This design comes from an exercise in tuning for small area and a short achievable clock period on the open sky130 flow, not from production work. Where RTL was checked, it was by simulation tests only, not by an equivalence proof against the original. No activity file was given, so power comes from the tool's default toggle rates.

== run A ==
Design yadan_riscv, start of the top module:
module yadan_riscv(
    input  wire             clk,
    input  wire             rst_n,
    input  wire [7:0]  int_flag_i,
    output wire             M0_HBUSREQ,      
    input  wire             M0_HGRANT,       
    output wire  [31:0]     M0_HADDR,        
    output wire  [ 1:0]     M0_HTRANS,       
    output wire  [ 2:0]     M0_HSIZE,        
    output wire  [ 2:0]     M0_HBURST,       
    output wire  [ 3:0]     M0_HPROT,       
    output wire             M0_HLOCK,       
    output wire             M0_HWRITE,       
    output wire  [31:0]     M0_HWDATA,      
    output wire             M1_HBUSREQ,
    input  wire             M1_HGRANT,
    output wire  [31:0]     M1_HADDR,
    output wire  [ 1:0]     M1_HTRANS,
    output wire  [ 2:0]     M1_HSIZE,
    output wire  [ 2:0]     M1_HBURST,
    output wire  [ 3:0]     M1_HPROT,
    output wire             M1_HLOCK,
    output wire             M1_HWRITE,
    output wire  [31:0]     M1_HWDATA,
    input  wire  [31:0]     M_HRDATA,       
    input  wire  [ 1:0]     M_HRESP,         
    input  wire             M_HREADY         
);
Size: roughly 12000 cells after synthesis, about 2400 flip-flops, roughly 210 I/O pins, ~0.13 mm^2 of cells after synthesis.
clock: 11.0 ns
lec_check: 0
cap_margin: 35
core_margin: 2
core_utilization: 40
cts_cluster_diameter: 100
cts_cluster_size: 20
slew_margin: 35
standard.sh (not shown) runs the stock make flow with config.mk's settings and CLKGATE_MAP_FILE= SYNTH_SCRIPT=/design/flow/synth_recipe.tcl, a recipe that flattens the netlist after the stock synthesis.
==> flow/flow/run.sh <==
#!/bin/bash
set -euo pipefail
bash standard.sh SETUP_SLACK_MARGIN=6 "BUFFER_PORTS_ARGS=-buffer_cell sky130_fd_sc_hd__buf_4" finish > flow_make.log 2>&1
Here is what was changed in the inputs of run B compared with run A.
diff --git a/flow/design.v b/flow/design.v
--- a/flow/design.v
+++ b/flow/design.v
@@ -1267,14 +1267,12 @@
     input   wire            rst_n,
     input   wire [31:0]     cpu_addr_i,
     input   wire            cpu_ce_i,
     input   wire            cpu_we_i,        
     input   wire [31:0]     cpu_writedata_i,
     input   wire [2:0]      cpu_sel_i,
-    input   wire            cpu_we_next_i,           
-    input   wire [31:0]     cpu_writedata_next_i,    
     output  wire [31:0]     cpu_readdata_o,
     input   wire            M_HGRANT,
     input   wire [31:0]     M_HRDATA,
     input   wire            M_HREADY,
     output  wire            M_HBUSREQ,
     output  wire [31:0]     M_HADDR,
@@ -1304,21 +1302,13 @@
     assign M_HADDR        = cpu_addr_i;
     assign M_HSIZE        = cpu_sel_i;
     assign M_HTRANS       = 2'b10;
     assign M_HBURST       = 3'b000;
     assign M_HWRITE       = cpu_we_i;
     assign M_HBUSREQ      = cpu_ce_i & ~ends;
-    wire       nxt_ends = cpu_ce_i & (state[1] | (state[2] & M_HREADY));
-    reg [31:0] hwdata;
-    always @(posedge clk or negedge rst_n) begin
-        if (rst_n == 1'b0)
-            hwdata <= 32'b0;
-        else
-            hwdata <= cpu_writedata_next_i & {32{nxt_ends & cpu_we_next_i}};
-    end
-    assign M_HWDATA       = hwdata;
+    assign M_HWDATA       = cpu_writedata_i & {32{ends & cpu_we_i}};
     assign cpu_readdata_o = M_HRDATA & {32{ends & cpu_ce_i & ~cpu_we_i}};
     assign stallreq       = cpu_ce_i & (~ends | ~M_HREADY);
 endmodule
 module csr_reg(
     input   wire                clk,
     input   wire                rst_n,
@@ -1606,23 +1596,19 @@
     output  reg                 mem_ce_o,        
     output  reg                 mem_we_o,        
     output  reg[2:0]            mem_sel_o,       
     output  reg[4:0]            mem_ld_o,        
     output  reg[31:0]   mem_memaddr_o,
     output  reg[1:0]            mem_align_o,     
-    output  reg[31:0]        mem_operand2_o,
-    output  wire                mem_we_next_o,
-    output  wire[31:0]       mem_operand2_next_o
+    output  reg[31:0]        mem_operand2_o
 );
     wire ld = (ex_aluop_i == 6'b010100) || (ex_aluop_i == 6'b010101) || (ex_aluop_i == 6'b010110) ||
               (ex_aluop_i == 6'b010111) || (ex_aluop_i == 6'b011000);
     wire st = (ex_aluop_i == 6'b011001) || (ex_aluop_i == 6'b011010) || (ex_aluop_i == 6'b011011);
     wire [2:0] sel = ((ex_aluop_i == 6'b010110) || (ex_aluop_i == 6'b011011)) ? 3'b010 :
                      ((ex_aluop_i == 6'b010101) || (ex_aluop_i == 6'b011000) || (ex_aluop_i == 6'b011010)) ? 3'b001 : 3'b000;
-    assign mem_we_next_o       = flush_i ? 1'b0 : (stalled_i == 1'b0) ? st : mem_we_o;
-    assign mem_operand2_next_o = data_load_i ? ex_operand2_i : mem_operand2_o;
     always @(posedge clk or negedge rst_n) begin
         if (rst_n == 1'b0) begin
             mem_ce_o            <= 1'b0;
             mem_we_o            <= 1'b0;
             mem_sel_o           <= 3'b000;
             mem_ld_o            <= 5'b0;
@@ -2763,14 +2749,12 @@
     wire[5:0]         ex_mem_aluop;
     wire[31:0]      ex_mem_memaddr;
     wire[31:0]           ex_mem_operand2;
     wire                    ex_mem_ce;
     wire[1:0]               ex_mem_align;
     wire[4:0]               ex_mem_ld;
-    wire                    ex_mem_we_next;
-    wire[31:0]           ex_mem_operand2_next;
     wire                    ex_mem_we;
     wire[2:0]               ex_mem_sel;
     wire                    mem_wreg;
     wire[4:0]       mem_wreg_addr;
     wire[31:0]           mem_wreg_data;
     wire                    wb_wreg;
@@ -2962,15 +2946,13 @@
         .mem_ce_o           (ex_mem_ce),
         .mem_align_o        (ex_mem_align),
         .mem_we_o           (ex_mem_we),
         .mem_sel_o          (ex_mem_sel),
         .mem_ld_o           (ex_mem_ld),
         .mem_memaddr_o      (ex_mem_memaddr),
-        .mem_operand2_o     (ex_mem_operand2),
-        .mem_we_next_o      (ex_mem_we_next),
-        .mem_operand2_next_o(ex_mem_operand2_next)
+        .mem_operand2_o     (ex_mem_operand2)
     );
     mem u_mem(
         .wreg_i             (ex_mem_wreg),
         .wreg_addr_i        (ex_mem_wreg_addr),
         .wreg_data_i        (ex_mem_wreg_data),
         .aluop_i            (ex_mem_aluop),
@@ -3072,14 +3054,12 @@
         .rst_n              (rst_n),
         .cpu_addr_i         (ram_addr),
         .cpu_ce_i           (ram_ce),
         .cpu_we_i           (ram_we),
         .cpu_writedata_i    (ram_wdata),
         .cpu_sel_i          (ram_sel),
-        .cpu_we_next_i      (ex_mem_we_next),
-        .cpu_writedata_next_i (ex_mem_operand2_next),
         .M_HGRANT           (M0_HGRANT),
         .M_HRDATA           (M_HRDATA),
         .M_HREADY           (M_HREADY),
         .cpu_readdata_o     (ram_rdata),
         .M_HBUSREQ          (M0_HBUSREQ),
         .M_HADDR            (M0_HADDR),
- Compared with run A, run B shows fraction of area in clock buffers and inverters higher by 0.20 points.
- Run B against run A: parity-gate share of the synthesized area counting xor and xnor cells level, maximum fanout along the worst path now sits higher, combinational power has decreased, total power dropped 52%.
- [compare] base=run A new=run B: total die area decreased by about 1.4% relative to the old numbers; total of cells resized after clock tree synthesis decreased by 22% relative to the old numbers; met3 wire length decreased by about 2.5% relative to the old numbers; setup slack after placement increased by 47 ps relative to the old numbers.
- Re total of fill cells in the finished design: run A was higher than run B.
- Looking at routed wire length across run A and run B, the one that comes out lower is run B.
- Status: final cycle utilization of the critical path parity (run B, run A)
- [compare] base=run A new=run B: final instance area now sits lower, number of ordinary inverters in the final layout now sits lower.
For run A, only the layout was checked, not whether the RTL still works.

* * *

yadan_riscv, a different RTL version from the one above (not shown whole).
Size: ~12000 cells after synthesis, ~2300 flip-flops, ~210 I/O pins, about 0.13 sq mm of cells after synthesis.
==> flow/config.mk <==
export PLATFORM = sky130hd
export DESIGN_NAME = yadan_riscv
export DESIGN_NICKNAME = yadan_riscv
export VERILOG_FILES = /design/flow/design.v
export SDC_FILE = /design/flow/constraint.sdc
export NUM_CORES = 8
export LEC_CHECK = 0
export CAP_MARGIN = 35
export CORE_MARGIN = 2
export CORE_UTILIZATION = 40
export SLEW_MARGIN = 35
==> flow/constraint.sdc <==
create_clock -name core_clock -period 11.0 [get_ports {clk}]
set_input_delay 2.2000 -clock core_clock [delete_from_list [all_inputs] [get_ports {clk}]]
set_output_delay 2.2000 -clock core_clock [all_outputs]
set_load 0.01 [all_outputs]
Scripts as last shown in full above: flow/flow/run.sh
Then changed:
--- a/flow/design.v
+++ b/flow/design.v
@@ -2369,61 +2369,54 @@
             ex_wcsr_addr_o  <= id_wcsr_addr_i;
         end
     end
 endmodule  
 module if_id(
     input   wire        clk,
     input   wire        rst_n,
     input   wire[31:0]      pc_i,    
     input   wire[31:0]          inst_i,  
     input   wire                stalled_i,
     input   wire                flush_i,
-    input   wire                hold_i,      
-    output  wire[31:0]      pc_o,
-    output  wire[31:0]          inst_o,
+    output  reg[31:0]       pc_o,
+    output  reg[31:0]           inst_o,
     output  reg[11:0]               rs1_sel_o,
     output  reg[11:0]               rs2_sel_o
 );
     function [11:0] predec(input [4:0] a);
         integer k;
         begin
             for (k = 0; k < 8; k = k + 1) predec[4 + k] = (a[4:2] == k);
             for (k = 0; k < 4; k = k + 1) predec[k] = (a[1:0] == k);
         end
     endfunction
-    reg [6:0]           opcode;
-    reg                 pc_valid;
-    reg [31:7]          inst_hi;
-    reg [31:0]  pc_q;
     always @(posedge clk or negedge rst_n) begin
         if (rst_n == 1'b0) begin
-            opcode   <= 7'b0;
-            pc_valid <= 1'b0;
-        end else if (flush_i == 1) begin
-            opcode   <= 7'b0;
-            pc_valid <= 1'b0;
-        end else if (stalled_i == 1'b0) begin
-            opcode   <= inst_i[6:0];
-            pc_valid <= 1'b1;
-        end
-    end
-    always @(posedge clk) begin
-        if (!hold_i) begin
-            inst_hi   <= inst_i[31:7];
-            pc_q      <= pc_i;
-            rs1_sel_o <= predec(inst_i[19:15]);
-            rs2_sel_o <= predec(inst_i[24:20]);
+            pc_o      <= 32'h00000000;
+            inst_o    <= 32'h00000000;
+            rs1_sel_o <= 12'b0;
+            rs2_sel_o <= 12'b0;
+        end else begin
+            if (flush_i == 1) begin
+                pc_o      <= 32'h00000000;
+                inst_o    <= 32'h00000000;
+                rs1_sel_o <= 12'b0;
+                rs2_sel_o <= 12'b0;
+            end else if (stalled_i == 1'b0) begin
+                pc_o      <= pc_i;
+                inst_o    <= inst_i;
+                rs1_sel_o <= predec(inst_i[19:15]);
+                rs2_sel_o <= predec(inst_i[24:20]);
+            end
         end
     end
-    assign inst_o = {inst_hi, opcode};
-    assign pc_o   = pc_q & {32{pc_valid}};
 endmodule
 module interrupt_ctrl(
     input   wire                    clk,
     input   wire                    rst_n,
     input   wire    [7:0]      int_flag_i,
     input   wire    [31:0]      inst_i,
     input   wire    [31:0]  inst_addr_i,
     input   wire                    branch_flag_i,
     input   wire    [31:0]       branch_addr_i,
     input   wire                    muldiv_start_i,
     input   wire    [31:0]  pc_i,
@@ -2799,23 +2792,22 @@
         .pc_o               (if_pc),
         .ce_o               (rom_ce)
     );
     assign  rom_addr  =  if_pc;   
     if_id u_if_id(
         .clk                (clk),
         .rst_n              (rst_n),
         .pc_i               (if_pc),
         .inst_i             (rom_data),
         .stalled_i          (stall[1]),
         .flush_i            (flush[1]),
-        .hold_i             (stallreq_from_mem | muldiv_start | stallreq_from_id | stallreq_from_interrupt),
         .pc_o               (if_id_pc),
         .inst_o             (if_id_inst),
         .rs1_sel_o          (if_id_rs1_sel),
         .rs2_sel_o          (if_id_rs2_sel)
     );
     id u_id(
         .pc_i               (if_id_pc),
         .inst_i             (if_id_inst),
         .reg1_data_i        (reg1_data),
         .reg2_data_i        (reg2_data),
         .ex_wreg_i          (ex_wreg),
What happened: The new run went through all stages and came out clean; first-iteration DRC count falls slightly; utilization hardly moves; wire length falls slightly; total power falls slightly; sequential share of layout area rises by 0.21 points; clock-buffer cell count rises by 6.
Only the layout flow was run in the first run of this note; the RTL was not checked for function there.

-- separate check: timing with driven ports --
How much do the figures lean on ideal ports? The routed layouts below were timed once more, with nothing changed but the port constraints. Step 1 (the two cells are an assumption about what drives the block):
set clk [get_ports {clk}]
set_driving_cell -lib_cell sky130_fd_sc_hd__clkbuf_16 $clk
set_driving_cell -lib_cell sky130_fd_sc_hd__buf_2 [delete_from_list [all_inputs] $clk]
Step 2 adds t to the input delays and takes it off the output delays; t is the mean of the earliest and latest rising clock arrival at the registers after step 1. Input paths then give back, and output paths get back, about the clock's delay inside the block. Slacks: ideal / step 1 / step 2; pairs: ideal / step 1.
run	shift t [ns]	setup WS [ns]	worst hold slack (ns)
run A	1.007	5.934 / 5.934 / 5.206	0.355 / 0.355 / 0.355
run B	1.024	5.943 / 5.833 / 5.503	0.342 / 0.342 / 0.342
the first run of note 2	1.016	6.004 / 6.004 / 5.117	0.356 / 0.356 / 0.356
the second run of note 2	1.036	5.938 / 5.816 / 5.480	0.347 / 0.347 / 0.347
After both steps every run listed still meets setup and hold. For the first run of note 2, which loses most, drivers alone change the setup slack by 0.000 ns; drivers and shift together by -0.887 ns.
